From an optimization exercise on the open Yosys and OpenROAD flow, aimed at small area; shortcuts taken in it are not production practice.
In this exercise RTL edits were held to simulation tests only and were not proved equivalent to the original.
No activity file was given, so power comes from the tool's default toggle rates.

// axi4_mux
module axi4_mux #(
    parameter int AW = 16,
    parameter int AXI_ID_WIDTH = 4,
    parameter int AXI_DATA_WIDTH = 32,
    parameter int RR_PRIO_NUMBER = 4,
    parameter int FIXED_PRIO_NUMBER = 2,
    localparam int INPUT_NUMBER = RR_PRIO_NUMBER + FIXED_PRIO_NUMBER
) (
    input logic clk,
    input logic rst_n,
    input  logic [INPUT_NUMBER-1:0][AXI_ID_WIDTH-1:0] in_aw_id,
    input  logic [INPUT_NUMBER-1:0][          AW-1:0] in_aw_addr,
    input  logic [INPUT_NUMBER-1:0][             7:0] in_aw_len,
    input  logic [INPUT_NUMBER-1:0][             2:0] in_aw_size,
    input  logic [INPUT_NUMBER-1:0][             1:0] in_aw_burst,
    input  logic [INPUT_NUMBER-1:0]                   in_aw_valid,
    output logic [INPUT_NUMBER-1:0]                   in_aw_ready,
    input  logic [INPUT_NUMBER-1:0][    AXI_DATA_WIDTH-1:0] in_w_data,
    input  logic [INPUT_NUMBER-1:0][(AXI_DATA_WIDTH/8)-1:0] in_w_strb,
    input  logic [INPUT_NUMBER-1:0]                         in_w_last,
    input  logic [INPUT_NUMBER-1:0]                         in_w_valid,
    output logic [INPUT_NUMBER-1:0]                         in_w_ready,
    output logic [INPUT_NUMBER-1:0][AXI_ID_WIDTH-1:0] in_b_id,
    output logic [INPUT_NUMBER-1:0][             1:0] in_b_resp,
    output logic [INPUT_NUMBER-1:0]                   in_b_valid,
    input  logic [INPUT_NUMBER-1:0]                   in_b_ready,
    input  logic [INPUT_NUMBER-1:0][AXI_ID_WIDTH-1:0] in_ar_id,
    input  logic [INPUT_NUMBER-1:0][          AW-1:0] in_ar_addr,
    input  logic [INPUT_NUMBER-1:0][             7:0] in_ar_len,
    input  logic [INPUT_NUMBER-1:0][             2:0] in_ar_size,
    input  logic [INPUT_NUMBER-1:0][             1:0] in_ar_burst,
    input  logic [INPUT_NUMBER-1:0]                   in_ar_valid,
    output logic [INPUT_NUMBER-1:0]                   in_ar_ready,
    output logic [INPUT_NUMBER-1:0][  AXI_ID_WIDTH-1:0] in_r_id,
    output logic [INPUT_NUMBER-1:0][AXI_DATA_WIDTH-1:0] in_r_data,
    output logic [INPUT_NUMBER-1:0][               1:0] in_r_resp,
    output logic [INPUT_NUMBER-1:0]                     in_r_last,
    output logic [INPUT_NUMBER-1:0]                     in_r_valid,
    input  logic [INPUT_NUMBER-1:0]                     in_r_ready,
    output logic [AXI_ID_WIDTH-1:0] out_aw_id,
    output logic [          AW-1:0] out_aw_addr,
    output logic [             7:0] out_aw_len,
    output logic [             2:0] out_aw_size,
    output logic [             1:0] out_aw_burst,
    output logic                    out_aw_valid,
    input  logic                    out_aw_ready,
    output logic [    AXI_DATA_WIDTH-1:0] out_w_data,
    output logic [(AXI_DATA_WIDTH/8)-1:0] out_w_strb,
    output logic                          out_w_last,
    output logic                          out_w_valid,
    input  logic                          out_w_ready,
    input  logic [AXI_ID_WIDTH-1:0] out_b_id,
    input  logic [             1:0] out_b_resp,
    input  logic                    out_b_valid,
    output logic                    out_b_ready,
    output logic [AXI_ID_WIDTH-1:0] out_ar_id,
    output logic [          AW-1:0] out_ar_addr,
    output logic [             7:0] out_ar_len,
    output logic [             2:0] out_ar_size,
    output logic [             1:0] out_ar_burst,
    output logic                    out_ar_valid,
    input  logic                    out_ar_ready,
    input  logic [  AXI_ID_WIDTH-1:0] out_r_id,
    input  logic [AXI_DATA_WIDTH-1:0] out_r_data,
    input  logic [               1:0] out_r_resp,
    input  logic                      out_r_last,
    input  logic                      out_r_valid,
    output logic                      out_r_ready
);
For scale: roughly 16 flip-flops, about 1100 I/O pins, roughly 0.0057 mm2 of cells after synthesis.
Settings: LEC_CHECK=0, CAP_MARGIN=0, CORE_AREA=5 5 380 380, CTS_BUF_LIST=sky130_fd_sc_hd__clkbuf_4 sky130_fd_sc_hd__clkbuf_8, DIE_AREA=0 0 385 385, PLACE_DENSITY=0.8, SLEW_MARGIN=0, SYNTH_HIERARCHICAL=1, SYNTH_MINIMUM_KEEP_SIZE=0; clock period 6.0 ns.
standard.sh (not shown) runs the stock make flow with config.mk's settings and CLKGATE_MAP_FILE= SYNTH_SCRIPT=/design/flow/synth_recipe.tcl, a recipe that flattens the netlist after the stock synthesis.
==> flow/flow/run.sh <==
#!/bin/bash
# The standard layout, with the smallest buffer cell on the ports.
set -euo pipefail
export BUFFER_PORTS_ARGS="-buffer_cell sky130_fd_sc_hd__buf_1"
bash standard.sh finish > standard_finish.log 2>&1
Next try:
CAP_MARGIN = 10   (was 0)
PLACE_DENSITY = default   (was 0.8)
SLEW_MARGIN = 10   (was 0)
Setup slack improves by 0.40 ns.
Design area is unchanged.
Total power drops by 0.92%.
Area after synthesis stays the same.
Next try:
CTS_CLUSTER_DIAMETER = 400   (was default)
CTS_CLUSTER_SIZE = 20   (was default)
PLACE_DENSITY = 0.8   (was default)
What happened:
- routed wire length goes up by 4.2%
- synthesized cell count is unchanged
- power goes up by 0.93%
- final cell count stays flat
- non-clock buffer count goes up by 2
- clock-buffer cell count is unchanged
- core utilization stays the same
- global-route usage goes up by 0.46 points
Next try:
CTS_CLUSTER_DIAMETER = default   (was 400)
CTS_CLUSTER_SIZE = default   (was 20)
=> The changed run completed with no timing, DRC or antenna violations; area after synthesis does not change; final cell count is unchanged; via count is unchanged; core utilization is unchanged; synthesized cell count does not change; routed wire length stays the same; cell area is unchanged.

* * *

axi4_mux, a different RTL version from the one above (not shown whole).
Size in the first run: roughly 700 cells after synthesis, roughly 1,100 I/O pins.
export LEC_CHECK = 0
export CAP_MARGIN = 20
export CORE_AREA = 5 5 380 380
export CTS_BUF_LIST = sky130_fd_sc_hd__clkbuf_2 sky130_fd_sc_hd__clkbuf_4 sky130_fd_sc_hd__clkbuf_8
export DIE_AREA = 0 0 385 385
export PLACE_DENSITY = 0.95
export SLEW_MARGIN = 30
export SYNTH_HIERARCHICAL = 1
export SYNTH_MINIMUM_KEEP_SIZE = 0
create_clock -name core_clock -period 6.0 [get_ports {clk}]
Scripts as last shown in full above: flow/flow/run.sh
The starting point passed the timing, DRC and antenna checks.
Then changed:
--- a/flow/config.mk
+++ b/flow/config.mk
@@ -8 +8 @@
-export CAP_MARGIN = 20
+export CAP_MARGIN = 10
@@ -10 +10 @@
-export CTS_BUF_LIST = sky130_fd_sc_hd__clkbuf_2 sky130_fd_sc_hd__clkbuf_4 sky130_fd_sc_hd__clkbuf_8
+export CTS_BUF_LIST = sky130_fd_sc_hd__clkbuf_4 sky130_fd_sc_hd__clkbuf_8
@@ -12,2 +12,2 @@
-export PLACE_DENSITY = 0.95
-export SLEW_MARGIN = 30
+export PLACE_DENSITY = 0.8
+export SLEW_MARGIN = 10
Effect: The new run finished but fails on slew limit; clock-buffer cell count is unchanged; area after synthesis is unchanged; sequential share of layout area hardly moves; register-to-register slack gets worse by 0.80 ns; cell area is lower by 0.71%; die area stays the same; final cell count is lower by 0.63%; critical path depth is unchanged; first-iteration DRC count is higher by 5.9%.
Then changed:
--- a/flow/config.mk
+++ b/flow/config.mk
@@ -8 +8 @@
-export CAP_MARGIN = 10
+export CAP_MARGIN = 20
@@ -13 +13 @@
-export SLEW_MARGIN = 10
+export SLEW_MARGIN = 30
=> With this change the flow ran to the end with no violations; design area is about the same; via count is about the same; first-iteration DRC count rises by 9.3%.

separate check: timing with driven ports:
The flow's constraints put no driver on any port. The routed layouts listed below were extracted and timed again, unchanged, in two steps.
Step 1: set_driving_cell puts a clkbuf_16 on clk and a buf_2 on each other input, an assumption about the parent block.
Step 2 moves the port delays by t, midway between the first and last clock arrival at a register: inputs arrive t later, outputs are due t later. That takes back most of the time a late clock gives input paths.
Three values: ideal, step 1, step 2; two values: the first two.
run | t, ns | setup slack, ns | worst data-port slew with drivers (ns)
the first run of note 1 | 0.291 | 1.863 / 1.841 / 1.841 | 0.70
the second run of note 1 | 0.285 | 2.267 / 2.226 / 2.231 | 0.64
the third run of note 1 | 0.291 | 1.863 / 1.841 / 1.841 | 0.70
the fourth run of note 1 | 0.291 | 1.863 / 1.841 / 1.841 | 0.70
the first run of note 2 | 0.331 | 1.770 / 1.705 / 2.036 | 0.56
the second run of note 2 | 0.351 | 1.737 / 1.669 / 1.958 | 0.63
the third run of note 2 | 0.345 | 1.619 / 1.556 / 1.746 | 0.61
For the second run of note 1, which loses most, drivers alone change the setup slack by -0.041 ns; drivers and shift together by -0.036 ns.
